Context: an optimization exercise on an open-source flow, tuned for small area. The choices shown serve that exercise and are no tape-out recipe.
Where RTL was checked, it was by simulation tests only, not by an equivalence proof against the original.
For runs 1 to 4, only the layout was checked, not whether the RTL still works.
The flow treats the clock pin as an ideal source, which a real chip does not have.
Power figures rest on the tool's default switching activity, not on a simulated workload.

==> design.v <==
module ControlUnit (
    input  wire        clk,
    input  wire [31:0] data_in,
    output wire [31:0] data_out
);
    wire rst = data_in[29];
    wire req = data_in[31];
    wire op7 = data_in[16];      
    reg         P;       
    reg         half;    
    reg  [2:0]  J;       
    reg  [2:0]  row, col;
    reg         ack;
    reg  [8:0]  R;
    reg  [19:0] X, Y;
    wire c0   = ~col[2] & ~col[1] & ~col[0];
    wire c3   = col[1] & col[0];
    wire fin  = row[2] & row[0];
    wire sqx  = fin & c0;
    wire sqy  = fin & ~col[1] & col[0];
    wire sqr  = fin & col[1] & ~col[0];
    wire run  = fin ? ~col[2] & ~c3 : (req & ~ack);
    wire step = run & (half == P);
    wire apass = step & ~P;
    wire bpass = step & P;
    wire last = (J == 3'd7);
    wire j0   = (J == 3'd0);
    wire j1   = (J == 3'd1);
    wire [1:0] sz = data_in[20:19];
    wire row_ok = ~row[2] & ~row[1] | row[1] & ~row[0] & (sz != 2'd0) |
                  row[1] & row[0] & sz[1] | row[2] & sz[1] & sz[0];
    wire col_ok = ~col[2] & ~col[1] | col[1] & ~col[0] & (sz != 2'd0) |
                  col[1] & col[0] & sz[1] | col[2] & sz[1] & sz[0];
    wire used = row_ok & col_ok & (~P | op7);
    wire corr = R[8];
    wire sub  = ~X[19];                  
    wire [8:0] rx = R ^ (sqr ? {{7{sub}}, 2'b00} : {9{corr}});
    wire rj   = rx[J];
    wire aj   = data_in[J];
    wire sq_on = sqx | sqy;
    wire sq_bit = sq_on & (rj | (j1 & corr));
    wire en  = fin ? (apass & (sqr | sq_bit)) : (step & aj & used);
    wire cin = en & sq_on & j1 & corr;
    wire [2:0] i = ~J;
    wire [7:0] bc = P ? data_in[28:21] : data_in[15:8];
    wire [8:0] m = ~fin ? {bc[7], bc} : rx;
    wire msign = ~fin ? bc[7] : (sqr & sub);
    wire [8:0] mx = en ? m : 9'd0;
    wire sx = en & msign;
    wire [3:0] sh = sqr ? {i, 1'b0} : {1'b0, (fin & j1 & rj & corr) ? 3'd2 : J};
    wire [10:0] v1 = sh[0] ? {sx, mx, 1'b0} : {sx, sx, mx};
    wire [12:0] v2 = sh[1] ? {v1, 2'b0} : {{2{sx}}, v1};
    wire [16:0] v3 = sh[2] ? {v2, 4'b0} : {{4{sx}}, v2};
    wire [19:0] v3x = {{3{sx}}, v3};
    wire [19:0] addend = sh[3] ? {v3x[11:0], 8'b0} : v3x;
    wire clr = (~row[2] & ~row[1] & ~row[0] & c0 & j0 & step) |
               (sqx & j0 & apass);
    wire [19:0] Xg = clr ? 20'd0 : X;
    wire [20:0] cy;
    wire [19:0] S;
    assign cy[0] = cin;
    genvar k;
    generate
        for (k = 0; k < 20; k = k + 1) begin : rca
            assign S[k] = Xg[k] ^ addend[k] ^ cy[k];
            assign cy[k+1] = (Xg[k] & addend[k]) | (cy[k] & (Xg[k] ^ addend[k]));
        end
    endgenerate
    wire neg = Y[19];
    wire oor = ~((&Y[19:8]) | ~(|Y[19:8]));
    wire z   = ~fin & neg & ~op7;
    wire [8:0] lv = {neg & ~oor, Y[7:0] | {8{oor}}} & {9{~z}};
    always @(posedge clk) begin
        X <= Y;
        Y <= S;
    end
    wire rd_done = fin & c3 & ~req & ack;
    reg [2:0] Jn, coln, rown;
    always @* begin
        case (J)
            3'd0: Jn = 3'd1; 3'd1: Jn = 3'd2; 3'd2: Jn = 3'd3; 3'd3: Jn = 3'd4;
            3'd4: Jn = 3'd5; 3'd5: Jn = 3'd6; 3'd6: Jn = 3'd7; default: Jn = 3'd0;
        endcase
        case (col)
            3'd0: coln = 3'd1; 3'd1: coln = 3'd2; 3'd2: coln = 3'd3; 3'd3: coln = 3'd4;
            default: coln = 3'd0;
        endcase
        case (row)
            3'd0: rown = 3'd1; 3'd1: rown = 3'd2; 3'd2: rown = 3'd3; 3'd3: rown = 3'd4;
            default: rown = 3'd5;
        endcase
    end
    always @(posedge clk) begin
        if (rst) begin
            P <= 1'b0;
            half <= 1'b0;
            J <= 3'd0;
            row <= 3'd0;
            col <= 3'd0;
            ack <= 1'b0;
        end else begin
            P <= ~P;
            if (step) begin
                half <= ~half;
                if (P) J <= Jn;
            end
            if (bpass & last) begin
                col <= coln;
                if (~fin & col[2]) row <= rown;
            end
            if (req)
                ack <= ack | (~fin & bpass & last) | (fin & col[1] & col[0]);
            else
                ack <= ack & ~(~fin | col[1] | (col[0] & J[2]));
        end
    end
    always @(posedge clk) begin
        if (~fin | (sqx & apass & last))
            R <= lv;
        else if (sqy & apass & last)
            R <= 9'd3;
        else if (rd_done)
            R <= 9'd0;
        else if (sqr & bpass)
            R <= last ? {R[8:2], ~Y[19], R[0]} : {R[7:2], ~Y[19], 2'b11};
    end
    assign data_out = {ack, 23'd0, R[8:1]};
endmodule
==> flow/run.sh <==
#!/bin/bash
# Own layout flow: the standard ORFS flow (the standard.sh), with
#  - synthesis: ORFS's synth.tcl, only the ABC script replaced by flow/area.abc
#  - 1x port buffers, one tie cell per constant, no timing-driven placement
#    buffers, and a small clock tree without dummy loads.
set -euo pipefail
W=$(pwd)
F=$W/flow
sed 's#^source \$::env(SCRIPTS_DIR)/synth_preamble.tcl#source $::env(SCRIPTS_DIR)/synth_preamble.tcl\nlset abc_args 1 '"$F"'/area.abc#' \
    "$FLOW_HOME/scripts/synth.tcl" > "$W/own_synth.tcl"
grep -q "lset abc_args 1" "$W/own_synth.tcl"
sed 's#\$::env(SCRIPTS_DIR)/synth.tcl#'"$W"'/own_synth.tcl#' "$W/synth_recipe.tcl" > "$W/own_synth_recipe.tcl"
grep -q own_synth.tcl "$W/own_synth_recipe.tcl"
bash "$W/standard.sh" \
    SYNTH_SCRIPT="$W/own_synth_recipe.tcl" \
    BUFFER_PORTS_ARGS="-buffer_cell sky130_fd_sc_hd__buf_1" \
    SKIP_REPAIR_TIE_FANOUT=1 \
    REMOVE_ABC_BUFFERS=1 \
    GPL_TIMING_DRIVEN=0 \
    CTS_ARGS="-sink_clustering_enable -repair_clock_nets -dont_use_dummy_load -buf_list sky130_fd_sc_hd__clkbuf_4" \
    finish > "$W/own_flow.log" 2>&1
==> flow/area.abc <==
strash
dch -f
amap
strash
dch -f
amap
==> standard.sh <==
#!/bin/bash
# synth_recipe.tcl (not shown) runs the flow's synth.tcl, then flattens the netlist and writes it again
# the make line also repeats each setting of config.mk as NAME=value (left out here)
make -C /OpenROAD-flow-scripts/flow DESIGN_CONFIG=/design/flow/config.mk WORK_HOME=/design/flow/orfs CLKGATE_MAP_FILE= SYNTH_SCRIPT=/design/flow/synth_recipe.tcl "${@:-finish}"
==> config.mk <==
export PLATFORM = sky130hd
export DESIGN_NAME = ControlUnit
export DESIGN_NICKNAME = ControlUnit
export VERILOG_FILES = /design/flow/design.v
export SDC_FILE = /design/flow/constraint.sdc
export NUM_CORES = 8
export LEC_CHECK = 0
export CAP_MARGIN = 20
export CORE_MARGIN = 2
export CORE_UTILIZATION = 70
export PLACE_DENSITY = 0.85
export SLEW_MARGIN = 20
==> constraint.sdc <==
create_clock -name core_clock -period 200.0 [get_ports {clk}]
set_input_delay 40.0000 -clock core_clock [delete_from_list [all_inputs] [get_ports {clk}]]
set_output_delay 40.0000 -clock core_clock [all_outputs]
set_load 0.01 [all_outputs]
==> results.json, run 1 <==
{
  "status": "no timing/DRC/antenna violations",
  "cp_slowest_cell": "a31oi_1",
  "pin_count": 65,
  "tightest_slew_ps": 930.3,
  "grt_pass1_vias": 2810,
  "htree_num_levels": 3,
  "final_cells": 491,
  "place_inst": 482,
  "globalplace.congestion": 1.045,
  "setup_viol": 0,
  "drv_cap": 0,
  "arrival_ps": 49220,
  "min_path_type": "reg2reg",
  "root_buffer": "clkbuf_4",
  "synth_area_leader_cell": "dfxtp_1",
  "dieArea_mm2": 0.005602,
  "avgRoutedWirePerCell_um": 15.86,
  "drt-total-wl_um": 7789,
  "synth_flop_cell": "dfxtp_1",
  "synth_area_leaders": "dfxtp_1 (30%), fa_1 (11%), edfxtp_1 (7.7%), buf_4 (6.8%), nor2_1 (6.7%)",
  "synth_area_per_cell_um2": 8.632,
  "clock-sinks": 61,
  "netlist_area_mm2": 0.003513,
  "p_int_mw": 0.02308,
  "core_mm2": 0.004786,
  "register_area_mm2": 0.001311,
  "fillers": 381,
  "fmax_ghz": 0.02043,
  "fin_worst_skew_ps": 43.62,
  "drv_slew": 0,
  "slowest_delay_ps": 590,
  "area_growth_pct": 2.457,
  "drc": 0,
  "rows": 25,
  "drtIter0Drc": 231,
  "numCtsBuffers": 9,
  "yosys.area.top_type_share": 0.2963,
  "via_per_inst": 6.086,
  "drtPass1Iterations": 6,
  "synthCells": 407,
  "power_frac_seq": 0.552,
  "endpoint_kind": "flop",
  "slew_headroom": 0.3798,
  "portBuffers": 38,
  "hold_ws_ps": 326.7,
  "synth.distinct_cells": 36,
  "multi_input_area_mm2": 0.001841,
  "route.vias.total": 2988,
  "finalHoldViolCount": 0,
  "ant_nets": 0,
  "ys_warn_count": 1,
  "startpoint_type": "input pin",
  "fin_crit_ps": 48940,
  "criticalPathCategory": "in2reg",
  "clock_latency_ps": 420,
  "cts_tree": "done",
  "synth-async-reset-ratio": 0,
  "p_per_area_mw_per_mm2": 9.804,
  "post-cts-setup-buffer-count": 0,
  "ir_worst_vdd_v": 0.000007329,
  "cts_resized": 0,
  "cts.clk_slew.worst_paths_ps": 90,
  "fp.dieH_um": 74.85,
  "layout_common_cells": "nor2_1 (63), dfxtp_1 (52), buf_1 (39)",
  "grt_max_degree": 24,
  "swShare": 0.3461,
  "synth-seq-cells": 61,
  "cts_hold_buf": 0,
  "ys_seq_area_frac": 0.3732,
  "grt_pass1_wl_um": 12620,
  "path_common_cell": "fa_1",
  "synth-edff-count": 9,
  "pwr-share-comb": 0.282,
  "clk_path_buf_depth": 2,
  "antenna_found_initial": 0,
  "p_leak_nw": 1.259,
  "drive_above_1_share": 0.03066,
  "overflow": 0,
  "fin_nets": 478,
  "diodes": 0,
  "final_common_cell": "nor2_1",
  "pwr-share-clk": 0.165,
  "crit_required_ps": 200270,
  "setup_tns_ps": 0,
  "dpl.hpwl_um": 6023,
  "path_max_fanout": 8,
  "grt.total_usage": 0.3060,
  "fp.dieW_um": 74.85,
  "start_util": 0.7341,
  "rsz0062_at_grt": "no",
  "post-route-period-util": 0.2447,
  "switchingPower_mw": 0.01221
}
-- cell usage after synthesis (4+ instances only) --
library cell and instances:
nand4_1 4, buf_4 32, nand2_1 24, o22ai_1 20, or2_0 7, o21ai_0 30, edfxtp_1 9, nor4_1 5
o31ai_1 5, nor2b_1 16, o21a_1 5, nand2b_1 6, dfxtp_1 52, o22a_1 16, clkinv_1 37, nor2_1 63
nor3_1 10, a21oi_1 12, a211oi_1 7, fa_1 19, o221ai_1 4, a22o_1 5, a31oi_1 4
-- final timing paths --
path,startpoint,to,cells past startpoint,slack [ps]
setup reg to reg,row[0],Y[19],46,187230
setup / recovery,data_in[19],Y[19],37,151060
hold reg to reg,Y[0],X[0],0,330
hold / removal,Y[0],X[0],0,330
-- power groups by stage --
stage / registers (mW) / logic [mW] / clock network [mW]
6_report: 0.0195 / 0.00997 / 0.00583
5_1_grt: 0.0199 / 0.0114 / 0.00630
4_1_cts: 0.0195 / 0.00986 / 0.00590
3_5_place_dp: 0.0198 / 0.00983 / 0
3_3_place_gp: 0.0195 / 0.00936 / 0
2_1_floorplan: 0.0192 / 0.00683 / 0
-- routing by layer --
layer,up-vias,share of wire,GRT usage
li1,1452,-,-
met1,1378,0.45,0.4177
met2,130,0.44,0.4630
met3,28,0.076,0.07095
met4,0,0.029,0.1429
met5,-,0,0
-- area by class of cell --
cell class | count | area share
inverters | 37 | 0.03858
flip-flops and latches | 61 | 0.3643
multi-input cells | 277 | 0.5113
clock buffers | 9 | 0.01877
well taps | 67 | 0.02329
repair buffers | 40 | 0.04380
-- metrics by stage --
stage          setup WS [ps]  instance area, µm²    util  total power, mW
3_5_place_dp          150710                3521  0.7357          0.02959
3_3_place_gp          149010                3500  0.7312          0.02885
5_1_grt               150520                3600  0.7522          0.03759
2_1_floorplan         150540                3273       -          0.02598
6_report              151060                3600  0.7522          0.03529
4_1_cts               151090                3588  0.7498          0.03526
-- critical path: cells and delay by family --
| kind | cells | cell delay (ps) |
|---|---|---|
| AOI/OAI and AO/OA | 6 | 1390 |
| and+or+nand+nor | 7 | 730 |
| buffers and inverters | 5 | 560 |
| adders and majority gates | 19 | 6520 |
-- registers in the layout, summed over array words and instances, names as in the netlist --
name	count
X	20
Y	20
R	9
J	3
col	3
row	3
P	1
ack	1
half	1
-- cells by family after synthesis --
kind of cell / share of synthesized area
simple gates: 0.1816
fa+ha+maj: 0.1083
flops: 0.3732
compound gates: 0.2279
buf+inv: 0.1079
other cells: 0.001067
==> inputs of run 2 (changes only) <==
==> flow/area.abc (replaced) <==
strash
&get -n
&deepsyn -T 120 -S 2
&put
dch -f
amap
strash
dch -f
amap
==> run 2 against run 1 <==
Flip-flop and latch count unchanged. Utilization down 0.73 points. Sequential power about the same. Global-route usage up 0.88 points. Area after synthesis down 2.4%. Final cell count down 2.9%. Non-clock buffer count up 2. Critical path type unchanged. Synthesized cell count down 3.9%. Register-to-register slack better by 2100 ps. Still clean on timing, DRC and antenna. Wire length up 4.9%.
==> results.json, run 2 <==
{
  "cp_slowest_cell": "fa_1",
  "post-cts-setup-buffer-count": 0,
  "cts.clk_slew.worst_paths_ps": 120,
  "globalplace.congestion": 1.006,
  "area_growth_pct": 2.553,
  "timing.rr.start": "J[1]",
  "register_area_mm2": 0.001311,
  "status": "no timing/DRC/antenna violations",
  "numCtsBuffers": 9,
  "cts_hold_buf": 0,
  "antenna_found_initial": 0,
  "min_path_type": "reg2reg",
  "r2r_cells": 38,
  "slowest_delay_ps": 480,
  "crit_required_ps": 200270,
  "synth-async-reset-ratio": 0,
  "drtPass1Iterations": 6,
  "fmax_ghz": 0.02045,
  "root_buffer": "clkbuf_4",
  "drt-total-wl_um": 8170,
  "start_util": 0.7264,
  "critPathLaunch": "data_in[4]",
  "setup_tns_ps": 0,
  "fin_nets": 464,
  "ant_nets": 0,
  "synthCells": 391,
  "via_per_inst": 6.273,
  "rrSetupSlack_ps": 189370,
  "stdcell_area_mm2": 0.003518,
  "grt_max_degree": 24,
  "r2r-end": "Y[19]",
  "drv_cap": 0,
  "drtIter0Drc": 407,
  "hold_ws_ps": 343.2,
  "fp.dieW_um": 74.01,
  "post-route-period-util": 0.2445,
  "synth_area_leader_cell": "dfxtp_1",
  "overflow": 0,
  "route.vias.total": 2992,
  "ir_worst_vdd_v": 0.000006835,
  "grt_pass1_wl_um": 12770,
  "synth_flop_cell": "dfxtp_1",
  "yosys-top-cells-count": "nor2_1 (54), dfxtp_1 (52), clkinv_1 (45), buf_4 (32), nand2_1 (26)",
  "grt_pass1_vias": 2753,
  "drc": 0,
  "netlist_area_mm2": 0.003431,
  "placed_area_mm2": 0.003451,
  "multi_input_area_mm2": 0.001722,
  "diodes": 0,
  "layout_common_cells": "nor2_1 (54), dfxtp_1 (52), clkinv_1 (45)",
  "yosysMostFrequentCell": "nor2_1",
  "path_max_fanout": 8,
  "fp.dieH_um": 74.01,
  "crit_end": "Y[19]",
  "fillers": 367,
  "p_per_area_mw_per_mm2": 9.373,
  "ys_seq_area_frac": 0.3822,
  "cts_resized": 0,
  "clock-sinks": 61,
  "endpoint_kind": "flop",
  "ys_warn_count": 1,
  "drv_slew": 0,
  "synth.distinct_cells": 42,
  "dp_slack_ps": 150710,
  "cts_tree": "done",
  "rows": 25,
  "synth_area_leaders": "dfxtp_1 (30%), fa_1 (11%), edfxtp_1 (7.9%), buf_4 (7.0%), nor2_1 (5.9%)",
  "criticalPathCategory": "in2reg",
  "reg.largest.list": "X x20, Y x20, R x9",
  "synth_area_per_cell_um2": 8.774,
  "dieArea_mm2": 0.005477,
  "rsz0062_at_grt": "no",
  "p_leak_nw": 1.261,
  "synth-edff-count": 9,
  "power.total_mw": 0.03298,
  "fin_worst_skew_ps": 47.53,
  "fin_crit_ps": 48900,
  "pin_count": 65,
  "yosys.area.top_type_share": 0.3034,
  "hold_path_depth": 0,
  "finalHoldViolCount": 0,
  "startpoint_type": "input pin",
  "drive_above_1_share": 0.03659,
  "synth-seq-cells": 61,
  "dpl.hpwl_um": 6305,
  "fin_ws_ps": 151100,
  "arrival_ps": 49170,
  "slew_headroom": 0.1672,
  "final_common_cell": "nor2_1",
  "avgRoutedWirePerCell_um": 17.13,
  "tightest_slew_ps": 1241,
  "path_common_cell": "fa_1",
  "clk_path_buf_depth": 2,
  "portBuffers": 38,
  "htree_num_levels": 3,
  "clock_latency_ps": 420,
  "setup_viol": 0,
  "grt.total_usage": 0.3147,
  "core_mm2": 0.004723
}
==> run 2: cell count changes after synthesis, sizes merged, moves of 6 or more <==
cell    before  now
a22oi        0    6
a221o        0    6
clkinv      37   45
nor2        63   54
o21ai       30   21
o22a        16    6
==> run 2: worst min-delay path by stage <==
| stage | start | end | slack, ps |
|---|---|---|---|
| after CTS | Y[10] | X[10] | 340 |
| final | Y[10] | X[10] | 340 |
| after global routing | Y[10] | X[10] | 340 |
| after detailed placement | Y[4] | X[4] | 350 |
| after floorplan | Y[2] | X[2] | 330 |
| after global placement | Y[1] | X[1] | 340 |
==> run 2: worst max-delay path, delay by kind of cell <==
| kind | cells | cell delay (ps) |
|---|---|---|
| buffers and inverters | 4 | 340 |
| AND/OR/NAND/NOR | 7 | 920 |
| adder cells (fa/ha/maj) | 19 | 6650 |
| AO/OA/AOI/OAI | 8 | 1250 |
==> run 2: kinds of logic (layout without fill, tap and decap cells) <==
| kind of cell | count (synthesis) | count (layout) | synth area share |
|---|---|---|---|
| flops | 61 | 61 | 0.3822 |
| compound gates | 104 | 104 | 0.2123 |
| buf+inv | 77 | 96 | 0.1193 |
| fa+ha+maj | 19 | 19 | 0.1109 |
| simple gates | 129 | 129 | 0.1743 |
| other cells | 1 | 1 | 0.001093 |
==> run 2: final cells by class <==
class | count | share of cell area
multi-input combinational | 253 | 0.4893
sequential | 61 | 0.3727
inverter | 45 | 0.04801
timing repair buffer | 42 | 0.04694
tap | 67 | 0.02383
clock buffer | 9 | 0.01920
==> run 2: through the flow <==
step | utilization | std cells
after floorplan | - | 359
final | 0.7449 | 477
after global routing | 0.7449 | 477
after detailed placement | 0.7306 | 468
after CTS | 0.7449 | 477
after global placement | 0.7234 | 464
==> run 2: where the power goes <==
group / total (mW) / switching (mW) / internal [mW]
Clock: 0.00593 / 0.00385 / 0.00209
Combinational: 0.00745 / 0.00431 / 0.00314
Sequential: 0.0196 / 0.00286 / 0.0167
Total: 0.0330 / 0.0110 / 0.0220
==> run 2: routing by layer <==
layer	wire [µm]	GRT usage	up-vias
met5	0	0	-
met4	263	0.1535	0
met3	760	0.05556	31
met2	3800	0.5040	188
met1	3344	0.4161	1373
li1	-	-	1400
==> inputs of run 3 (changes only) <==
==> flow/area.abc (replaced) <==
strash
dch -f
amap
strash
dch -f
amap
--- a/config.mk
+++ b/config.mk
@@ -8,5 +8,5 @@
 export CAP_MARGIN = 20
 export CORE_MARGIN = 2
-export CORE_UTILIZATION = 70
-export PLACE_DENSITY = 0.85
+export CORE_UTILIZATION = 40
+export PLACE_DENSITY_LB_ADDON = 0.1
 export SLEW_MARGIN = 20
==> run 3 against run 2 <==
Utilization down 32 points. Die area up 74%. Sequential share of layout area down 1.4 points. Hold slack better by 9.8 ps. Clock skew down 3.9 ps. Wire length up 2.4%. First-iteration DRC count down 64%. Maximum frequency about the same. Combinational power up 36%. Area after synthesis up 2.4%. Synthesized cell count up 4.1%. Critical endpoint unchanged. Largest power group unchanged. Highest routed layer unchanged.
==> results.json, run 3 <==
{
  "p_int_mw": 0.02315,
  "ys_seq_area_frac": 0.3732,
  "drtPass1Iterations": 4,
  "fmax_ghz": 0.02044,
  "grt_pass1_vias": 2699,
  "synth_compound_area_frac": 0.2279,
  "startpoint_type": "input pin",
  "endpoint_kind": "flop",
  "rrSetupSlack_ps": 187240,
  "dpl.hpwl_um": 6562,
  "post-cts-setup-buffer-count": 0,
  "drv_cap": 0,
  "synth.distinct_cells": 36,
  "netlist_area_mm2": 0.003513,
  "pin_count": 65,
  "rows": 34,
  "drv_slew": 0,
  "synthMuxAreaShare": 0,
  "reg.largest.list": "X x20, Y x20, R x9",
  "setup_viol": 0,
  "core_mm2": 0.008636,
  "rsz0062_at_grt": "no",
  "root_buffer": "clkbuf_4",
  "arrival_ps": 49190,
  "yosys.area_share.simple": 0.1816,
  "post-route-period-util": 0.2446,
  "r2r_cells": 46,
  "layout_common_cells": "nor2_1 (63), dfxtp_1 (52), buf_1 (38)",
  "p_leak_nw": 1.263,
  "drt-total-wl_um": 8369,
  "start_util": 0.4068,
  "slew_headroom": 0.3607,
  "timing.rr.start": "row[0]",
  "cts.clk_slew.worst_paths_ps": 80,
  "fin_ws_ps": 151080,
  "r2r-end": "Y[19]",
  "fin_worst_skew_ps": 43.65,
  "htree_num_levels": 3,
  "min_path_type": "reg2reg",
  "antenna_found_initial": 0,
  "grt_pass1_wl_um": 13460,
  "cp_slowest_cell": "a31oi_1",
  "diodes": 0,
  "slowest_delay_ps": 590,
  "ir_worst_vdd_v": 0.000004647,
  "synth_flop_cell": "dfxtp_1",
  "tightest_slew_ps": 956.5,
  "status": "no timing/DRC/antenna violations",
  "fp.dieH_um": 97.72,
  "synth_area_per_cell_um2": 8.632,
  "yosys-top-cells-count": "nor2_1 (63), dfxtp_1 (52), clkinv_1 (37), buf_4 (32), o21ai_0 (30)",
  "route.vias.total": 2857,
  "portBuffers": 38,
  "criticalPathCategory": "in2reg",
  "grt_max_degree": 24,
  "crit_end": "Y[19]",
  "synth_adder_area_share": 0.1083,
  "power_frac_seq": 0.546,
  "overflow": 0,
  "yosys.area.top_type_share": 0.2963,
  "cts_resized": 0,
  "synth-seq-cells": 61,
  "synthCells": 407,
  "placed_area_mm2": 0.003587,
  "stdcell_area_mm2": 0.003655,
  "cts_tree": "done",
  "finalHoldViolCount": 0,
  "synth_area_leader_cell": "dfxtp_1",
  "p_per_area_mw_per_mm2": 9.716,
  "power.total_mw": 0.03551,
  "grt.total_usage": 0.1811,
  "synth_area_leaders": "dfxtp_1 (30%), fa_1 (11%), edfxtp_1 (7.7%), buf_4 (6.8%), nor2_1 (6.7%)",
  "synth-edff-count": 9,
  "area_growth_pct": 4.024,
  "pwr-share-clk": 0.169,
  "dieArea_mm2": 0.009549,
  "critPathLaunch": "data_in[19]",
  "dp_slack_ps": 150640,
  "fin_crit_ps": 48920,
  "fin_nets": 478,
  "crit_required_ps": 200270,
  "final_common_cell": "nor2_1",
  "fillers": 889,
  "synth-async-reset-ratio": 0,
  "switchingPower_mw": 0.01236,
  "cts_hold_buf": 0,
  "synthXorXnorAreaFrac": 0,
  "ys_warn_count": 1,
  "pwr-share-comb": 0.285,
  "swShare": 0.3480,
  "clock_latency_ps": 410,
  "path_max_fanout": 8,
  "numCtsBuffers": 9,
  "fp.dieW_um": 97.72,
  "drc": 0,
  "ant_nets": 0,
  "globalplace.congestion": 0.8759,
  "setup_tns_ps": 0,
  "avgRoutedWirePerCell_um": 15.73,
  "drive_above_1_share": 0.03302,
  "drtIter0Drc": 148,
  "path_common_cell": "fa_1",
  "via_per_inst": 5.370,
  "clk_path_buf_depth": 2,
  "clock-sinks": 61,
  "yosysMostFrequentCell": "nor2_1",
  "synth_top_family_by_area": "compound AO/OA/AOI/OAI gates"
}
-- run 3: through the flow --
stage	instances	hold WS, ps	utilization
6_report	532	353.0	0.4232
5_1_grt	532	359.6	0.4232
4_1_cts	532	353.6	0.4232
3_5_place_dp	523	337.2	0.4154
3_3_place_gp	521	337.4	0.4112
2_1_floorplan	375	325.9	-
-- run 3: worst min path at each step --
stage,start,endpoint,cells after the start
3_5_place_dp,Y[1],X[1],0
5_1_grt,Y[0],X[0],0
2_1_floorplan,Y[2],X[2],0
3_3_place_gp,Y[3],X[3],0
4_1_cts,Y[0],X[0],0
6_report,Y[0],X[0],0
-- run 3: area by class of cell --
type,count,area (µm²),area share
flip-flops and latches,61,1311,0.3588
multi-input cells,277,1841,0.5036
well taps,108,135.1,0.03697
repair buffers,40,161.4,0.04416
clock buffers,9,67.56,0.01849
inverters,37,138.9,0.03800
-- run 3: logic make-up after synthesis --
group | count (synthesis)
and+or+nand+nor | 139
AOI/OAI and AO/OA | 118
buffers and inverters | 69
DFF | 61
adders and majority gates | 19
other | 1
-- run 3: worst max-delay path, delay by kind of cell --
family | cells | cell delay, ps
AO/OA/AOI/OAI | 6 | 1340
adder cells (fa/ha/maj) | 19 | 6600
buffers and inverters | 5 | 530
AND/OR/NAND/NOR | 7 | 720
-- run 3: power groups by stage --
stage | Clock [mW] | Combinational (mW) | Sequential (mW)
final | 0.00600 | 0.0101 | 0.0194
after global routing | 0.00675 | 0.0116 | 0.0198
after detailed placement | 0 | 0.0100 | 0.0196
after global placement | 0 | 0.00981 | 0.0197
after floorplan | 0 | 0.00683 | 0.0192
after CTS | 0.00629 | 0.0102 | 0.0194
-- run 3: layer usage --
layer / GRT usage / routed length [µm] / up-vias
met3: 0.02878 / 423 / 12
met2: 0.2780 / 3687 / 80
met1: 0.2589 / 4122 / 1311
met4: 0.06731 / 137 / 0
li1: - / - / 1454
met5: 0 / 0 / -
==> inputs of run 4 (changes only) <==
--- a/flow/run.sh
+++ b/flow/run.sh
@@ -18,4 +18,5 @@
     REMOVE_ABC_BUFFERS=1 \
     GPL_TIMING_DRIVEN=0 \
-    CTS_ARGS="-sink_clustering_enable -repair_clock_nets -dont_use_dummy_load -buf_list sky130_fd_sc_hd__clkbuf_4" \
+    CTS_ARGS="-sink_clustering_enable -repair_clock_nets -dont_use_dummy_load -buf_list sky130_fd_sc_hd__clkbuf_2" \
+    POST_CTS_TCL="$F/post_cts.tcl" \
     finish > "$W/own_flow.log" 2>&1
==> flow/area.abc (replaced) <==
strash
&get -n
&deepsyn -T 120 -S 2
&put
dch -f
amap
strash
dch -f
amap
==> flow/post_cts.tcl (new file) <==
proc own_fix_clock_slew {target} {
  set sizes {sky130_fd_sc_hd__clkbuf_1 sky130_fd_sc_hd__clkbuf_2 sky130_fd_sc_hd__clkbuf_4 sky130_fd_sc_hd__clkbuf_8 sky130_fd_sc_hd__clkbuf_16}
  for {set pass 0} {$pass < 8} {incr pass} {
    estimate_parasitics -placement
    set todo {}
    foreach pin [get_pins -hierarchical */CLK] {
      if {[get_property $pin slew_max] > $target} {
        set net [get_nets -of_objects $pin]
        foreach drv [get_pins -of_objects $net -filter "direction == output"] {
          set name [get_full_name [get_cells -of_objects $drv]]
          if {[lsearch $todo $name] < 0} { lappend todo $name }
        }
      }
    }
    set changed 0
    foreach name $todo {
      set inst [get_cells $name]
      set master [get_property $inst ref_name]
      set idx [lsearch $sizes $master]
      if {$idx >= 0 && $idx < [llength $sizes] - 1} {
        puts "own_fix_clock_slew: $name $master -> [lindex $sizes [expr {$idx + 1}]]"
        replace_cell $inst [lindex $sizes [expr {$idx + 1}]]
        set changed 1
      }
    }
    if {!$changed} break
  }
  detailed_placement
  check_placement -verbose
  estimate_parasitics -placement
}
own_fix_clock_slew 0.105
--- a/config.mk
+++ b/config.mk
@@ -8,5 +8,5 @@
 export CAP_MARGIN = 20
 export CORE_MARGIN = 2
-export CORE_UTILIZATION = 40
-export PLACE_DENSITY_LB_ADDON = 0.1
+export CORE_UTILIZATION = 70
+export PLACE_DENSITY = 0.85
 export SLEW_MARGIN = 20
==> run 4 against run 3 <==
Still clean on timing, DRC and antenna. Final area shrank 4.3%. Non-clock buffer count is the same. Via count shrank 1.1%. Sequential share of layout area grew 1.6 points. Sequential power is essentially flat. Final cell count shrank 9.6%. Clock skew shrank 7.2 ps. Largest cell class unchanged. Largest power group unchanged. Highest routed layer unchanged.
==> results.json, run 4 <==
{
  "min_path_type": "reg2reg",
  "cp_slowest_cell": "a2111oi_2",
  "drc": 0,
  "multi_input_area_mm2": 0.001720,
  "dieArea_mm2": 0.005464,
  "route.vias.total": 2826,
  "area_growth_pct": 2.230,
  "post-route-period-util": 0.2423,
  "diodes": 0,
  "yosys.area.top_type_share": 0.3042,
  "slowest_delay_ps": 510,
  "hold_path_depth": 0,
  "crit_required_ps": 200350,
  "via_per_inst": 5.875,
  "placed_area_mm2": 0.003425,
  "p_leak_nw": 1.272,
  "status": "no timing/DRC/antenna violations",
  "min_from": "Y[2]",
  "grt_pass1_vias": 2503,
  "synth.distinct_cells": 40,
  "startpoint_type": "input pin",
  "setup_tns_ps": 0,
  "portBuffers": 38,
  "pin_count": 65,
  "antenna_found_initial": 0,
  "rows": 25,
  "power.total_mw": 0.03386,
  "synth_flop_cell": "dfxtp_1",
  "grt.total_usage": 0.3037,
  "fp.dieW_um": 73.92,
  "slew_headroom": 0.2385,
  "grt_max_degree": 24,
  "finalHoldViolCount": 0,
  "fmax_ghz": 0.02063,
  "synth_area_leader_cell": "dfxtp_1",
  "final_cells": 481,
  "p_per_area_mw_per_mm2": 9.680,
  "ys_warn_count": 1,
  "criticalPathCategory": "in2reg",
  "netlist_area_mm2": 0.003422,
  "synthCells": 397,
  "synth-edff-count": 9,
  "grt_pass1_wl_um": 12210,
  "layout_common_cells": "nor2_1 (65), dfxtp_1 (52), clkinv_1 (43)",
  "start_util": 0.7245,
  "core_mm2": 0.004723,
  "drv_slew": 0,
  "reg.largest.list": "X x20, Y x20, R x9",
  "setup_viol": 0,
  "synth-async-reset-ratio": 0,
  "tightest_slew_ps": 1135,
  "whs_endpoint": "X[2]",
  "path_max_fanout": 6,
  "ys_seq_area_frac": 0.3832,
  "stdcell_area_mm2": 0.003498,
  "fin_crit_ps": 48460,
  "clock-sinks": 61,
  "ir_worst_vdd_v": 0.000006926,
  "fin_nets": 468,
  "drtPass1Iterations": 6,
  "path_common_cell": "fa_1",
  "rrSetupSlack_ps": 190010,
  "synth-seq-cells": 61,
  "drive_above_1_share": 0.03140,
  "globalplace.congestion": 0.9714,
  "rsz0062_at_grt": "no",
  "drv_cap": 0,
  "dpl.hpwl_um": 6067,
  "drtIter0Drc": 320,
  "cts.clk_slew.worst_paths_ps": 100,
  "fp.dieH_um": 73.92,
  "overflow": 0,
  "synth_area_per_cell_um2": 8.620,
  "final_common_cell": "nor2_1",
  "synth_area_leaders": "dfxtp_1 (30%), fa_1 (11%), edfxtp_1 (7.9%), nor2_1 (7.1%), buf_4 (7.0%)",
  "place_inst": 472,
  "timing.rr.start": "J[1]",
  "fin_worst_skew_ps": 36.40,
  "arrival_ps": 48810,
  "r2r-end": "Y[19]",
  "register_area_mm2": 0.001311,
  "yosys-top-cells-count": "nor2_1 (65), dfxtp_1 (52), clkinv_1 (43), buf_4 (32), nand2_1 (30)",
  "fillers": 358,
  "clock_latency_ps": 470,
  "endpoint_kind": "flop",
  "cts_tree": "done",
  "ant_nets": 0,
  "yosysMostFrequentCell": "nor2_1",
  "avgRoutedWirePerCell_um": 15.74,
  "drt-total-wl_um": 7570,
  "r2r_cells": 40
}
-- run 4: cell types whose count changed after synthesis, moves of 5 or more --
cell | before | now
a222oi_1 | 0 | 5
nand2_1 | 24 | 30
clkinv_1 | 37 | 43
o22ai_1 | 20 | 15
a221o_1 | 0 | 6
o21ai_0 | 30 | 20
a22oi_1 | 0 | 6
o22a_1 | 16 | 6
nand3_1 | 2 | 9
-- run 4: power by group --
part	internal [mW]	leakage, nW	switching [mW]
Combinational	0.00357	0.716	0.00489
Sequential	0.0169	0.512	0.00268
Clock	0.00207	0.0431	0.00376
Total	0.0225	1.27	0.0113
-- run 4: critical path: cells and delay by family --
| kind | cells | cell delay [ps] |
|---|---|---|
| buffers and inverters | 5 | 420 |
| AOI/OAI and AO/OA | 5 | 1050 |
| and+or+nand+nor | 4 | 800 |
| adders and majority gates | 19 | 6580 |
-- run 4: how the worst max path moves through the flow --
stage	slack, ps	to	cells past startpoint	start
finish	151540	Y[19]	33	data_in[31]
global route	150920	Y[19]	32	data_in[31]
detailed placement	151050	Y[19]	33	data_in[31]
global placement	148030	Y[19]	33	data_in[31]
floorplan	149970	Y[19]	32	data_in[31]
-- run 4: final cells by class --
class                      count  area share
timing repair buffer          40     0.04363
clock buffer                   9     0.01967
sequential                    61      0.3748
tap                           67     0.02396
inverter                      43     0.04614
multi-input combinational    261      0.4918
-- run 4: logic make-up after synthesis --
kind of cell / Yosys count / synth area share
compound gates: 94 / 0.1938
fa+ha+maj: 19 / 0.1112
buf+inv: 75 / 0.1174
flops: 61 / 0.3832
other cells: 1 / 0.001096
simple gates: 147 / 0.1934
-- run 4: per-stage QoR --
| step | utilization | setup slack [ps] | hold WS, ps |
|---|---|---|---|
| 2_1_floorplan | - | 149970 | 331.2 |
| 3_3_place_gp | 0.7216 | 148030 | 342.7 |
| 3_5_place_dp | 0.7250 | 151050 | 350.6 |
| 5_1_grt | 0.7407 | 150920 | 365.5 |
| 6_report | 0.7407 | 151540 | 353.0 |
-- run 4: layer usage --
metal,up-vias,routed length [µm],track usage
li1,1405,-,-
met1,1298,3477,0.4490
met2,119,3387,0.4692
met3,4,662,0.06310
met4,0,42,0.05657
met5,-,0,0
==> inputs of run 5 (changes only) <==
--- a/design.v
+++ b/design.v
@@ -56,15 +56,6 @@
     wire clr = (~row[2] & ~row[1] & ~row[0] & c0 & j0 & step) |
                (sqx & j0 & apass);
-    wire [19:0] Xg = clr ? 20'd0 : X;
-    wire [20:0] cy;
     wire [19:0] S;
-    assign cy[0] = cin;
-    genvar k;
-    generate
-        for (k = 0; k < 20; k = k + 1) begin : rca
-            assign S[k] = Xg[k] ^ addend[k] ^ cy[k];
-            assign cy[k+1] = (Xg[k] & addend[k]) | (cy[k] & (Xg[k] ^ addend[k]));
-        end
-    endgenerate
+    Adder20 adder (.X(X), .clr(clr), .addend(addend), .cin(cin), .S(S));
     wire neg = Y[19];
     wire oor = ~((&Y[19:8]) | ~(|Y[19:8]));
@@ -127,2 +118,20 @@
     assign data_out = {ack, 23'd0, R[8:1]};
 endmodule
+module Adder20 (
+    input  wire [19:0] X,
+    input  wire        clr,
+    input  wire [19:0] addend,
+    input  wire        cin,
+    output wire [19:0] S
+);
+    wire [19:0] Xg = X & {20{~clr}};
+    wire [20:0] cy;
+    assign cy[0] = cin;
+    genvar k;
+    generate
+        for (k = 0; k < 20; k = k + 1) begin : rca
+            assign S[k] = Xg[k] ^ addend[k] ^ cy[k];
+            assign cy[k+1] = (Xg[k] & addend[k]) | (cy[k] & (Xg[k] ^ addend[k]));
+        end
+    endgenerate
+endmodule
--- a/flow/run.sh
+++ b/flow/run.sh
@@ -17,4 +17,5 @@
     SKIP_REPAIR_TIE_FANOUT=1 \
     REMOVE_ABC_BUFFERS=1 \
+    SYNTH_HIERARCHICAL=1 \
     GPL_TIMING_DRIVEN=0 \
     CTS_ARGS="-sink_clustering_enable -repair_clock_nets -dont_use_dummy_load -buf_list sky130_fd_sc_hd__clkbuf_2" \
==> run 5 against run 4 <==
First-iteration DRC count fell by 5.9%. Final area is 2.9% lower. Sequential power hardly changed. Power rose by 1.6%. Clock-buffer cell count unchanged. Critical endpoint unchanged. Critical path depth grew 1. Clock power down 3%. Largest power group unchanged. Worst setup slack lost 1100 ps. Maximum frequency fell by 2.2%. Global-route usage rose by 0.42 points. Die area shrank 2.0%.
==> results.json, run 5 <==
{
  "criticalPathCategory": "in2reg",
  "finalHoldViolCount": 0,
  "path_common_cell": "fa_1",
  "final_cells": 453,
  "path_buf_inv": 2,
  "fillers": 360,
  "cts_tree": "done",
  "r2r-end": "Y[19]",
  "status": "no timing/DRC/antenna violations",
  "final_common_cell": "dfxtp_1",
  "ir_worst_vdd_v": 0.000006552,
  "power.total_mw": 0.03440,
  "hold_ws_ps": 356.1,
  "arrival_ps": 49980,
  "swShare": 0.3462,
  "fin_crit_ps": 49570,
  "p_int_mw": 0.02249,
  "drt-total-wl_um": 7593,
  "power_frac_seq": 0.567,
  "synth_area_per_cell_um2": 8.765,
  "drive_above_1_share": 0.03008,
  "cts.clk_slew.worst_paths_ps": 100,
  "fp.dieH_um": 73.16,
  "netlist_area_mm2": 0.003348,
  "pwr-share-comb": 0.269,
  "clock-sinks": 61,
  "yosys.area.top_type_share": 0.3109,
  "fin_worst_skew_ps": 26.30,
  "cp_slowest_cell": "a222oi_1",
  "ys_seq_area_frac": 0.3916,
  "place_inst": 444,
  "yosys-top-cells-count": "dfxtp_1 (52), nor2_1 (48), o21ai_0 (34), buf_4 (32), clkinv_1 (31)",
  "fin_nets": 453,
  "fp.dieW_um": 73.16,
  "min_from": "Y[1]",
  "overflow": 0,
  "r2r_cells": 35,
  "yosysMostFrequentCell": "dfxtp_1",
  "register_area_mm2": 0.001311,
  "pwr-share-clk": 0.164,
  "drv_cap": 0,
  "synthCells": 382,
  "rsz0062_at_grt": "no",
  "timing.rr.start": "col[1]",
  "pin_count": 65,
  "fmax_ghz": 0.02017,
  "area_growth_pct": 1.457,
  "grt_pass1_wl_um": 12100,
  "whs_endpoint": "X[1]",
  "path_delay_family": "adder cells",
  "globalplace.congestion": 0.9871,
  "drv_slew": 0,
  "drtPass1Iterations": 5,
  "synth-seq-cells": 61,
  "multi_input_area_mm2": 0.001687,
  "synth-async-reset-ratio": 0,
  "setup_tns_ps": 0,
  "rows": 25,
  "diodes": 0,
  "p_leak_nw": 1.270,
  "p_per_area_mw_per_mm2": 10.13,
  "switchingPower_mw": 0.01191,
  "avgRoutedWirePerCell_um": 16.76,
  "clock_latency_ps": 510,
  "endpoint_kind": "flop",
  "antenna_found_initial": 0,
  "synth.distinct_cells": 37,
  "dieArea_mm2": 0.005352,
  "start_util": 0.7184,
  "rrSetupSlack_ps": 188630,
  "hold_path_depth": 0,
  "core_mm2": 0.004661,
  "dpl.hpwl_um": 5885,
  "setup_viol": 0,
  "synth_flop_cell": "dfxtp_1",
  "via_per_inst": 6.320,
  "slew_headroom": 0.4773,
  "layout_common_cells": "dfxtp_1 (52), nor2_1 (48), buf_1 (38)",
  "grt.total_usage": 0.3079,
  "ant_nets": 0,
  "route.vias.total": 2863,
  "utilization": 0.7289,
  "crit_required_ps": 200400,
  "tightest_slew_ps": 764.2,
  "drc": 0,
  "dp_slack_ps": 149940,
  "startpoint_type": "input pin",
  "stdcell_area_mm2": 0.003397,
  "ys_warn_count": 7,
  "portBuffers": 38,
  "min_path_type": "reg2reg",
  "post-route-period-util": 0.2479,
  "slowest_delay_ps": 590,
  "synth_area_leaders": "dfxtp_1 (31%), fa_1 (11%), edfxtp_1 (8.1%), buf_4 (7.2%), nor2_1 (5.4%)",
  "reg.largest.list": "X x20, Y x20, R x9",
  "placed_area_mm2": 0.003334,
  "grt_max_degree": 24,
  "drtIter0Drc": 301,
  "fin_ws_ps": 150430,
  "synth-edff-count": 9,
  "path_max_fanout": 8,
  "synth_area_leader_cell": "dfxtp_1",
  "grt_pass1_vias": 2582
}
## run 5: cell type report
type / count / share of cell area
Inverter: 31 / 0.03425
Tap cell: 54 / 0.01989
Multi-Input combinational cell: 258 / 0.4965
Clock buffer: 9 / 0.01842
Sequential cell: 61 / 0.3860
Timing Repair Buffer: 40 / 0.04494
## run 5: cells by family after synthesis
kind of cell | Yosys count | share of synthesized area
buffers and inverters | 63 | 0.1065
AOI/OAI and AO/OA | 112 | 0.2149
and+or+nand+nor | 126 | 0.1723
adders and majority gates | 19 | 0.1136
DFF | 61 | 0.3916
other | 1 | 0.001120
## run 5: layer usage
metal	share of wire	wire length, µm	GRT usage	vias up
met5	0	0	0	-
met4	0.024	186	0.09259	0
met3	0.087	662	0.1008	28
met2	0.47	3574	0.4915	169
met1	0.42	3169	0.3989	1288
li1	-	-	-	1378
## run 5: power groups by stage
stage	Clock, mW	Combinational [mW]	Sequential [mW]
floorplan	0	0.00631	0.0190
global placement	0	0.00868	0.0195
detailed placement	0	0.00901	0.0198
global route	0.00627	0.0105	0.0199
finish	0.00565	0.00925	0.0195
## run 5: worst max-delay path by stage
| stage | from | to | cells past startpoint |
|---|---|---|---|
| floorplan | data_in[31] | Y[19] | 33 |
| global placement | data_in[31] | Y[19] | 34 |
| detailed placement | data_in[31] | Y[19] | 34 |
| global route | data_in[31] | Y[19] | 34 |
| finish | data_in[31] | Y[19] | 34 |
## run 5: modules after synthesis, one instance, submodules excluded
module,flops+latches,times used
Adder20,0,1
ControlUnit,61,1
==> inputs of run 6 (changes only) <==
--- a/flow/post_cts.tcl
+++ b/flow/post_cts.tcl
@@ -30,3 +30,3 @@
   estimate_parasitics -placement
 }
-own_fix_clock_slew 0.105
+own_fix_clock_slew 0.09
==> run 6 against run 5 <==
Final area rose by 0.81%. Synthesized cell count did not move. Flip-flop and latch count did not move. Clock skew fell by 2.3 ps. Hold slack improved by 1.1 ps. Global-route usage rose by 0.45 points. Final cell count did not move. Wire length rose by 0.91%. Clock-buffer cell count did not move. Critical path type unchanged.
==> results.json, run 6 <==
{
  "netlist_area_mm2": 0.003348,
  "setup_viol": 0,
  "drtPass1Iterations": 5,
  "synth-edff-count": 9,
  "met1Wirelength_um": 3122,
  "overflow": 0,
  "path_max_fanout": 8,
  "register_area_mm2": 0.001311,
  "endpoint_kind": "flop",
  "startpoint_type": "input pin",
  "slowest_delay_ps": 590,
  "synth_area_leaders": "dfxtp_1 (31%), fa_1 (11%), edfxtp_1 (8.1%), buf_4 (7.2%), nor2_1 (5.4%)",
  "synth_area_per_cell_um2": 8.765,
  "rsz0062_at_grt": "no",
  "ys_seq_area_frac": 0.3916,
  "drc": 0,
  "post-route-period-util": 0.2481,
  "arrival_ps": 50020,
  "core_mm2": 0.004661,
  "synth.distinct_cells": 37,
  "multi_input_area_mm2": 0.001687,
  "cts_tree": "done",
  "rows": 25,
  "crit_required_ps": 200400,
  "grt.total_usage": 0.3124,
  "pin_count": 65,
  "antenna_found_initial": 0,
  "ys_warn_count": 7,
  "drv_cap": 0,
  "power.total_mw": 0.03556,
  "finalHoldViolCount": 0,
  "p_per_area_mw_per_mm2": 10.38,
  "area_growth_pct": 2.279,
  "top_layer": "met4",
  "yosys.area.top_type_share": 0.3109,
  "setup_tns_ps": 0,
  "drtIter0Drc": 320,
  "route.vias.total": 2863,
  "fin_worst_skew_ps": 23.96,
  "wl_met2_um": 3653,
  "final_common_cell": "dfxtp_1",
  "drive_above_1_share": 0.03008,
  "globalplace.congestion": 0.9871,
  "status": "no timing/DRC/antenna violations",
  "grt_pass1_wl_um": 12220,
  "fillers": 352,
  "cts.clk_slew.worst_paths_ps": 80,
  "wl_met3_um": 679,
  "avgRoutedWirePerCell_um": 16.91,
  "min_path_type": "reg2reg",
  "fp.dieW_um": 73.16,
  "clock-sinks": 61,
  "via_per_inst": 6.320,
  "cp_slowest_cell": "a222oi_1",
  "synth-seq-cells": 61,
  "portBuffers": 38,
  "ant_nets": 0,
  "synth_area_leader_cell": "dfxtp_1",
  "grt_pass1_vias": 2585,
  "yosys-top-cells-count": "dfxtp_1 (52), nor2_1 (48), o21ai_0 (34), buf_4 (32), clkinv_1 (31)",
  "tightest_slew_ps": 855.7,
  "dieArea_mm2": 0.005352,
  "fp.dieH_um": 73.16,
  "synth-async-reset-ratio": 0,
  "diodes": 0,
  "drt-total-wl_um": 7662,
  "grt_max_degree": 24,
  "drv_slew": 0,
  "slew_headroom": 0.4148,
  "clock_latency_ps": 520,
  "p_leak_nw": 1.280,
  "dpl.hpwl_um": 5885,
  "reg.largest.list": "X x20, Y x20, R x9",
  "yosysMostFrequentCell": "dfxtp_1",
  "fin_crit_ps": 49630,
  "synth_flop_cell": "dfxtp_1",
  "ir_worst_vdd_v": 0.000006665,
  "synthCells": 382,
  "start_util": 0.7184,
  "fmax_ghz": 0.02015,
  "layout_common_cells": "dfxtp_1 (52), nor2_1 (48), buf_1 (38)",
  "path_common_cell": "fa_1",
  "criticalPathCategory": "in2reg",
  "fin_nets": 453
}
## run 6: layout make-up
| type | count | area share |
|---|---|---|
| Multi-Input combinational cell | 258 | 0.4925 |
| Tap cell | 54 | 0.01973 |
| Clock buffer | 9 | 0.02631 |
| Sequential cell | 61 | 0.3829 |
| Timing Repair Buffer | 40 | 0.04457 |
| Inverter | 31 | 0.03398 |
## run 6: where the power goes
group	switching, mW	internal, mW
Clock	0.00392	0.00278
Combinational	0.00566	0.00363
Sequential	0.00253	0.0170
Total	0.0121	0.0234
## run 6: cell families after synthesis
logic type	synth area share
buf+inv	0.1065
flops	0.3916
other cells	0.001120
fa+ha+maj	0.1136
simple gates	0.1723
compound gates	0.2149
## run 6: per-module statistics from Yosys (local to each module, per instance)
module       cell area (µm²)  times used  flops+latches  cells inside
ControlUnit             2825           1             61           339
Adder20                523.0           1              0            43
## run 6: metrics by stage
step / cell area (µm²) / util / setup WS, ps / cells / hold slack [ps]
after detailed placement: 3334 / 0.7154 / 149940 / 444 / 338.1
after floorplan: 3108 / - / 149770 / 350 / 325.9
after global routing: 3425 / 0.7348 / 149870 / 453 / 362.7
final: 3425 / 0.7348 / 150370 / 453 / 357.2
after global placement: 3318 / 0.7119 / 148190 / 442 / 343.6
## run 6: final timing paths
| kind | start | end | slack [ps] | cells past startpoint |
|---|---|---|---|---|
| max | data_in[31] | Y[19] | 150370 | 34 |
| min | Y[1] | X[1] | 360 | 0 |
| max reg2reg | col[1] | Y[19] | 188540 | 35 |
| min reg2reg | Y[1] | X[1] | 360 | 0 |
## run 6: per-layer routing
layer / up-vias / track usage
met5: - / 0
li1: 1372 / -
met4: 0 / 0.09259
met1: 1290 / 0.4038
met2: 169 / 0.5015
met3: 32 / 0.1008
## run 6: worst max-delay path, delay by kind of cell
kind,cells,cell delay [ps]
simple gates,8,1380
compound gates,5,910
buf+inv,2,200
fa+ha+maj,19,7520
==> inputs of run 7 (changes only) <==
--- a/flow/post_cts.tcl
+++ b/flow/post_cts.tcl
@@ -30,3 +30,3 @@
   estimate_parasitics -placement
 }
-own_fix_clock_slew 0.09
+own_fix_clock_slew 0.10
--- a/config.mk
+++ b/config.mk
@@ -8,5 +8,5 @@
 export CAP_MARGIN = 20
 export CORE_MARGIN = 2
-export CORE_UTILIZATION = 70
-export PLACE_DENSITY = 0.85
+export CORE_UTILIZATION = 85
+export PLACE_DENSITY = 0.92
 export SLEW_MARGIN = 20
==> run 7 against run 6 <==
Final area fell by 0.95%. Utilization is 18 points higher. Maximum frequency shrank 1.5%. Via count increased by 18%. First-iteration DRC count grew to 2.7 times the previous value. Clock-buffer cell count unchanged. Largest cell class unchanged. Final cell count down 1.3%. Still clean on timing, DRC and antenna.
==> results.json, run 7 <==
{
  "endpoint_kind": "flop",
  "reg.largest.list": "X x20, Y x20, R x9",
  "tightest_slew_ps": 791.3,
  "slew_headroom": 0.4689,
  "drv_cap": 0,
  "final_common_cell": "dfxtp_1",
  "layout_common_cells": "dfxtp_1 (52), nor2_1 (48), buf_1 (38)",
  "antenna_found_initial": 0,
  "path_common_cell": "fa_1",
  "globalplace.congestion": 0.9642,
  "route.vias.total": 3384,
  "fin_worst_skew_ps": 21.47,
  "cp_slowest_cell": "fa_1",
  "drc": 0,
  "avgRoutedWirePerCell_um": 23.82,
  "cts.clk_slew.worst_paths_ps": 110,
  "pin_count": 65,
  "core_mm2": 0.003716,
  "drv_slew": 0,
  "crit_required_ps": 200480,
  "synth-async-reset-ratio": 0,
  "fin_crit_ps": 50370,
  "hold_ws_ps": 353.0,
  "crit_end": "Y[19]",
  "dieArea_mm2": 0.004457,
  "post-route-period-util": 0.2519,
  "synth_flop_cell": "dfxtp_1",
  "grt_pass1_vias": 3433,
  "ys_seq_area_frac": 0.3916,
  "p_per_area_mw_per_mm2": 10.85,
  "switchingPower_mw": 0.01409,
  "slowest_delay_ps": 440,
  "timing.rr.start": "R[8]",
  "fin_nets": 453,
  "synth_area_leader_cell": "dfxtp_1",
  "hold_path_depth": 0,
  "netlist_area_mm2": 0.003348,
  "status": "no timing/DRC/antenna violations",
  "drive_above_1_share": 0.03008,
  "pwr-share-comb": 0.284,
  "synth-seq-cells": 61,
  "synth-edff-count": 9,
  "criticalPathCategory": "in2reg",
  "fp.dieH_um": 66.76,
  "fp.dieW_um": 66.76,
  "rsz0062_at_grt": "no",
  "start_util": 0.9010,
  "overflow": 0,
  "synth_area_leaders": "dfxtp_1 (31%), fa_1 (11%), edfxtp_1 (8.1%), buf_4 (7.2%), nor2_1 (5.4%)",
  "diodes": 0,
  "ys_warn_count": 7,
  "p_leak_nw": 1.270,
  "rows": 22,
  "pwr-share-clk": 0.172,
  "via_per_inst": 7.570,
  "clock-sinks": 61,
  "rrSetupSlack_ps": 187910,
  "clock_latency_ps": 540,
  "critPathLaunch": "data_in[31]",
  "r2r-end": "Y[19]",
  "finalHoldViolCount": 0,
  "fmax_ghz": 0.01985,
  "arrival_ps": 50850,
  "swShare": 0.3830,
  "synth.distinct_cells": 37,
  "grt_pass1_wl_um": 17190,
  "path_max_fanout": 10,
  "ir_worst_vdd_v": 0.000007155,
  "yosys.area.top_type_share": 0.3109,
  "cts_tree": "done",
  "setup_tns_ps": 0,
  "drtIter0Drc": 865,
  "ant_nets": 0,
  "drt-total-wl_um": 10650,
  "drtPass1Iterations": 13,
  "power_frac_seq": 0.544,
  "area_growth_pct": 1.308,
  "synthCells": 382,
  "startpoint_type": "input pin",
  "yosysMostFrequentCell": "dfxtp_1",
  "r2r_cells": 36,
  "portBuffers": 38,
  "grt_max_degree": 24,
  "synth_area_per_cell_um2": 8.765,
  "yosys-top-cells-count": "dfxtp_1 (52), nor2_1 (48), o21ai_0 (34), buf_4 (32), clkinv_1 (31)",
  "grt.total_usage": 0.5545,
  "min_path_type": "reg2reg",
  "setup_viol": 0,
  "dpl.hpwl_um": 7162,
  "p_int_mw": 0.02271
}
run 7: cell counts after synthesis:
No cell type changed its count.
run 7: modules after synthesis, one instance, submodules excluded:
module       times used  flip-flops and latches
Adder20               1                       0
ControlUnit           1                      61
run 7: layer usage:
layer  vias up  routed length, µm  global-route usage
met3       138               1597              0.2753
li1       1364                  -                   -
met5         -                  0             0.06944
met1      1474               3238              0.5682
met2       408               4836              0.8263
met4         0                977              0.4796
run 7: through the flow:
step	setup WS, ps	total power [mW]	instance area, µm²	utilization	std cells
finish	149630	0.03680	3392	0.9128	447
detailed placement	149560	0.02941	3327	0.8953	438
floorplan	149770	0.02530	3108	-	350
global placement	148290	0.02799	3311	0.8909	436
global route	149220	0.03832	3392	0.9128	447
run 7: final cells by class:
| cell class | count | area (µm²) |
|---|---|---|
| Multi-Input combinational cell | 258 | 1687 |
| Sequential cell | 61 | 1311 |
| Fill cell | 151 | 324.1 |
| Timing Repair Buffer | 40 | 152.6 |
| Inverter | 31 | 116.4 |
| Clock buffer | 9 | 65.06 |
| Tap cell | 48 | 60.06 |
run 7: logic make-up after synthesis:
| group | count (synthesis) | share of synthesized area |
|---|---|---|
| other cells | 1 | 0.001120 |
| simple gates | 126 | 0.1723 |
| compound gates | 112 | 0.2149 |
| flops | 61 | 0.3916 |
| buf+inv | 63 | 0.1065 |
| fa+ha+maj | 19 | 0.1136 |
run 7: critical path: cells and delay by family:
family | cells | cell delay [ps]
buffers and inverters | 4 | 790
and+or+nand+nor | 8 | 1850
AOI/OAI and AO/OA | 4 | 530
adders and majority gates | 19 | 7650
run 7: worst min-delay path by stage:
stage | startpoint | to | slack (ps)
2_1_floorplan | Y[0] | X[0] | 330
3_3_place_gp | Y[0] | X[0] | 340
3_5_place_dp | Y[4] | X[4] | 340
5_1_grt | Y[4] | X[4] | 360
6_report | Y[4] | X[4] | 350
run 7: power groups by stage:
stage / registers (mW) / clock network [mW] / logic (mW)
finish: 0.0200 / 0.00632 / 0.0105
global route: 0.0205 / 0.00641 / 0.0114
detailed placement: 0.0199 / 0 / 0.00955
floorplan: 0.0190 / 0 / 0.00631
global placement: 0.0195 / 0 / 0.00849
==> inputs of run 8 (changes only) <==
--- a/config.mk
+++ b/config.mk
@@ -8,5 +8,5 @@
 export CAP_MARGIN = 20
 export CORE_MARGIN = 2
-export CORE_UTILIZATION = 85
-export PLACE_DENSITY = 0.92
+export CORE_UTILIZATION = 60
+export PLACE_DENSITY = 0.75
 export SLEW_MARGIN = 20
==> run 8 against run 7 <==
Non-clock buffer count stayed put. Global-route usage fell by 29 points. Via count is 18% lower. Sequential power down 3%. Maximum frequency grew 1.6%. Register-to-register slack gained 650 ps. Worst setup slack better by 820 ps. Largest power group unchanged.
==> results.json, run 8 <==
{
  "drt-total-wl_um": 7363,
  "yosysMostFrequentCell": "dfxtp_1",
  "final_common_cell": "dfxtp_1",
  "drv_cap": 0,
  "cts_tree": "done",
  "rsz0062_at_grt": "no",
  "crit_required_ps": 200340,
  "setup_tns_ps": 0,
  "core_mm2": 0.005439,
  "drtIter0Drc": 333,
  "fin_worst_skew_ps": 41.81,
  "synth_flop_cell": "dfxtp_1",
  "synth_area_per_cell_um2": 8.765,
  "ys_seq_area_frac": 0.3916,
  "p_int_mw": 0.02281,
  "pwr-share-comb": 0.265,
  "path_max_fanout": 8,
  "rows": 27,
  "yosys-top-cells-count": "dfxtp_1 (52), nor2_1 (48), o21ai_0 (34), buf_4 (32), clkinv_1 (31)",
  "avgRoutedWirePerCell_um": 15.63,
  "area_growth_pct": 2.504,
  "reg.largest.list": "X x20, Y x20, R x9",
  "criticalPathCategory": "in2reg",
  "fillers": 494,
  "fp.dieH_um": 78.70,
  "drv_slew": 0,
  "ir_worst_vdd_v": 0.000006075,
  "wl_met2_um": 3344,
  "synth_area_leaders": "dfxtp_1 (31%), fa_1 (11%), edfxtp_1 (8.1%), buf_4 (7.2%), nor2_1 (5.4%)",
  "portBuffers": 38,
  "layout_common_cells": "dfxtp_1 (52), nor2_1 (48), buf_1 (38)",
  "setup_viol": 0,
  "synth-edff-count": 9,
  "p_per_area_mw_per_mm2": 10.05,
  "ant_nets": 0,
  "fp.dieW_um": 78.70,
  "final_cells": 471,
  "multi_input_area_mm2": 0.001687,
  "place_inst": 462,
  "fin_crit_ps": 49560,
  "grt_pass1_wl_um": 12140,
  "wl_met3_um": 525,
  "startpoint_type": "input pin",
  "synth.distinct_cells": 37,
  "synth-async-reset-ratio": 0,
  "pwr-share-clk": 0.174,
  "dieArea_mm2": 0.006194,
  "fmax_ghz": 0.02018,
  "finalHoldViolCount": 0,
  "met1Wirelength_um": 3299,
  "clock_latency_ps": 480,
  "yosys.area.top_type_share": 0.3109,
  "fin_nets": 453,
  "grt_max_degree": 24,
  "netlist_area_mm2": 0.003348,
  "start_util": 0.6156,
  "p_leak_nw": 1.275,
  "synth-seq-cells": 61,
  "synthCells": 382,
  "grt_pass1_vias": 2588,
  "cts.clk_slew.worst_paths_ps": 90,
  "arrival_ps": 49890,
  "diodes": 0,
  "path_common_cell": "fa_1",
  "drtPass1Iterations": 5,
  "slowest_delay_ps": 560,
  "switchingPower_mw": 0.01168,
  "drive_above_1_share": 0.03008,
  "status": "no timing/DRC/antenna violations",
  "hold_ws_ps": 360.5,
  "drc": 0,
  "post-route-period-util": 0.2478,
  "power_frac_seq": 0.561,
  "endpoint_kind": "flop",
  "min_path_type": "reg2reg",
  "swShare": 0.3385,
  "ys_warn_count": 7,
  "dpl.hpwl_um": 5924,
  "cp_slowest_cell": "a222oi_1",
  "register_area_mm2": 0.001311,
  "slew_headroom": 0.2440,
  "synth_area_leader_cell": "dfxtp_1",
  "pin_count": 65,
  "overflow": 0,
  "utilization": 0.6310,
  "top_layer": "met4",
  "clock-sinks": 61,
  "tightest_slew_ps": 1122,
  "via_per_inst": 5.890,
  "grt.total_usage": 0.2596,
  "antenna_found_initial": 0,
  "globalplace.congestion": 0.9360,
  "route.vias.total": 2774
}
## run 8: cell types whose count changed in the layout (fill, tap and decap cells not counted)
cell      previous run  this run
clkbuf_2             1         2
clkbuf_4             8         5
clkbuf_8             0         2
o21ai_0             32        33
o21ai_1              2         1
## run 8: kinds of logic after synthesis
| family | Yosys count | synth area share |
|---|---|---|
| and+or+nand+nor | 126 | 0.1723 |
| buffers and inverters | 63 | 0.1065 |
| adders and majority gates | 19 | 0.1136 |
| AOI/OAI and AO/OA | 112 | 0.2149 |
| DFF | 61 | 0.3916 |
| other | 1 | 0.001120 |
## run 8: metrics by stage
stage	instance area (µm²)	total power, mW	setup WS [ps]
after global routing	3432	0.03702	149920
final	3432	0.03449	150440
after detailed placement	3357	0.02870	149970
after floorplan	3108	0.02530	149770
after global placement	3341	0.02830	148110
## run 8: layout make-up
class                   count  area share
clock buffers               9     0.02187
repair buffers             40     0.04448
inverters                  31     0.03390
well taps                  72     0.02625
flip-flops and latches     61      0.3821
multi-input cells         258      0.4914
## run 8: routing by layer
metal / up-vias / GRT usage
li1: 1366 / -
met1: 1267 / 0.3495
met2: 117 / 0.4026
met3: 24 / 0.06136
met4: 0 / 0.1105
met5: - / 0
## run 8: path summary, 6_finish.rpt
| kind | from | end | slack (ps) | cells past startpoint |
|---|---|---|---|---|
| worst max-delay path | data_in[31] | Y[19] | 150440 | 34 |
| worst min-delay path | Y[0] | X[0] | 360 | 0 |
| worst max register to register | R[8] | Y[19] | 188560 | 36 |
| worst min register to register | Y[0] | X[0] | 360 | 0 |
## run 8: power by group through the flow
stage	Sequential (mW)	Clock, mW	Combinational, mW
floorplan	0.0190	0	0.00631
global placement	0.0195	0	0.00877
detailed placement	0.0197	0	0.00901
global route	0.0199	0.00660	0.0105
finish	0.0194	0.00601	0.00913
## run 8: worst max-delay path: cells and delay by family
family                   cells  cell delay [ps]
AO/OA/AOI/OAI                5              880
adder cells (fa/ha/maj)     19             7450
buffers and inverters        2              190
AND/OR/NAND/NOR              8             1350
## run 8: Yosys stat by module (local to each module, per instance)
module | cells | copies in the design
Adder20 | 43 | 1
ControlUnit | 339 | 1
==> inputs of run 9 (changes only) <==
--- a/config.mk
+++ b/config.mk
@@ -6,7 +6,7 @@
 export NUM_CORES = 8
 export LEC_CHECK = 0
-export CAP_MARGIN = 20
+export CAP_MARGIN = 10
 export CORE_MARGIN = 2
-export CORE_UTILIZATION = 60
-export PLACE_DENSITY = 0.75
-export SLEW_MARGIN = 20
+export CORE_UTILIZATION = 70
+export PLACE_DENSITY = 0.85
+export SLEW_MARGIN = 10
==> run 9 against run 8 <==
Still clean on timing, DRC and antenna. Worst setup slack worse by 34 ps. Critical path depth stayed put. Synthesized cell count unchanged. Power up 0.84%. Clock power down 2%. Clock skew decreased by 8.0 ps. Clock-buffer cell count stayed put. Wire length rose by 3.2%. Die area down 14%. Sequential power about the same. Utilization grew 10 points. Combinational power is 2% higher. Largest cell class unchanged. Largest power group unchanged.
==> results.json, run 9 <==
{
  "status": "no timing/DRC/antenna violations",
  "power.total_mw": 0.03478,
  "fp.dieH_um": 73.16,
  "arrival_ps": 49950,
  "setup_viol": 0,
  "fillers": 344,
  "fmax_ghz": 0.02017,
  "synth_area_leader_cell": "dfxtp_1",
  "min_path_type": "reg2reg",
  "drive_above_1_share": 0.03008,
  "slowest_delay_ps": 600,
  "cp_slowest_cell": "a222oi_1",
  "synth-seq-cells": 61,
  "fin_crit_ps": 49590,
  "r2r_cells": 35,
  "drc": 0,
  "core_mm2": 0.004661,
  "power_frac_seq": 0.564,
  "drtPass1Iterations": 5,
  "layout_common_cells": "dfxtp_1 (52), nor2_1 (48), buf_1 (38)",
  "path_common_cell": "fa_1",
  "antenna_found_initial": 0,
  "overflow": 0,
  "p_int_mw": 0.02283,
  "startpoint_type": "input pin",
  "pwr-share-comb": 0.267,
  "fp.dieW_um": 73.16,
  "slew_headroom": 0.3033,
  "yosys.area.top_type_share": 0.3109,
  "dp_slack_ps": 149950,
  "rrSetupSlack_ps": 188660,
  "netlist_area_mm2": 0.003348,
  "crit_required_ps": 200360,
  "fin_nets": 453,
  "drtIter0Drc": 316,
  "rows": 25,
  "dieArea_mm2": 0.005352,
  "pin_count": 65,
  "grt-busiest-layer": "met2",
  "multi_input_area_mm2": 0.001687,
  "synth.distinct_cells": 37,
  "ant_nets": 0,
  "synthCells": 382,
  "post-route-period-util": 0.2480,
  "drv_slew": 0,
  "place_inst": 444,
  "synth-edff-count": 9,
  "met1_usage": 0.3968,
  "avgRoutedWirePerCell_um": 16.78,
  "p_leak_nw": 1.273,
  "path_max_fanout": 8,
  "ys_warn_count": 7,
  "path_delay_family": "adder cells",
  "grt_pass1_vias": 2622,
  "globalplace.congestion": 0.9871,
  "clock-sinks": 61,
  "fin_ws_ps": 150410,
  "cts.clk_slew.worst_paths_ps": 100,
  "synth-async-reset-ratio": 0,
  "hold_path_depth": 0,
  "fin_worst_skew_ps": 33.85,
  "met3_usage": 0.1008,
  "swShare": 0.3436,
  "rsz0062_at_grt": "no",
  "switchingPower_mw": 0.01195,
  "cts_tree": "done",
  "start_util": 0.7184,
  "ys_seq_area_frac": 0.3916,
  "endpoint_kind": "flop",
  "final_cells": 453,
  "drv_cap": 0
}
==> run 9: cell families (layout without fill, tap and decap cells) <==
| group | after synthesis | after routing | share of synthesized area |
|---|---|---|---|
| AND/OR/NAND/NOR | 126 | 126 | 0.1723 |
| AO/OA/AOI/OAI | 112 | 112 | 0.2149 |
| buffers and inverters | 63 | 80 | 0.1065 |
| flip-flops | 61 | 61 | 0.3916 |
| adder cells (fa/ha/maj) | 19 | 19 | 0.1136 |
| other | 1 | 1 | 0.001120 |
==> run 9: per-module statistics from Yosys, one instance, submodules excluded <==
| module | cells | flops+latches |
|---|---|---|
| Adder20 | 43 | 0 |
| ControlUnit | 339 | 61 |
==> run 9: power by group through the flow <==
stage / Clock, mW / Sequential (mW) / Combinational [mW]
finish: 0.00589 / 0.0196 / 0.00928
global route: 0.00655 / 0.0201 / 0.0105
detailed placement: 0 / 0.0199 / 0.00909
global placement: 0 / 0.0195 / 0.00868
floorplan: 0 / 0.0190 / 0.00631
==> run 9: layer usage <==
| metal | wire length (µm) | up-vias |
|---|---|---|
| li1 | - | 1373 |
| met1 | 3098 | 1285 |
| met2 | 3508 | 189 |
| met3 | 724 | 32 |
| met4 | 269 | 0 |
| met5 | 0 | - |
==> run 9: path summary, 6_finish.rpt <==
path / end / from
setup reg to reg: Y[19] / col[1]
hold / removal: X[14] / Y[14]
hold reg to reg: X[14] / Y[14]
setup / recovery: Y[19] / data_in[31]
==> run 9: stage by stage <==
step                      utilization  cell area (µm²)
after floorplan                     -             3108
after detailed placement       0.7165             3339
after global routing           0.7318             3411
final                          0.7318             3411
after global placement         0.7119             3318
==> run 9: layout make-up <==
cell class | instances | share of cell area
clock buffers | 9 | 0.02091
flip-flops and latches | 61 | 0.3844
inverters | 31 | 0.03412
well taps | 54 | 0.01981
multi-input cells | 258 | 0.4945
repair buffers | 40 | 0.04622

Check on run 9: ideal ports give 150.409 ns setup slack; a clkbuf_16 on the clock port and buf_2 on the inputs give 150.413 ns; moving port delays by the midpoint clock arrival (0.492 ns) as well gives 149.921 ns.
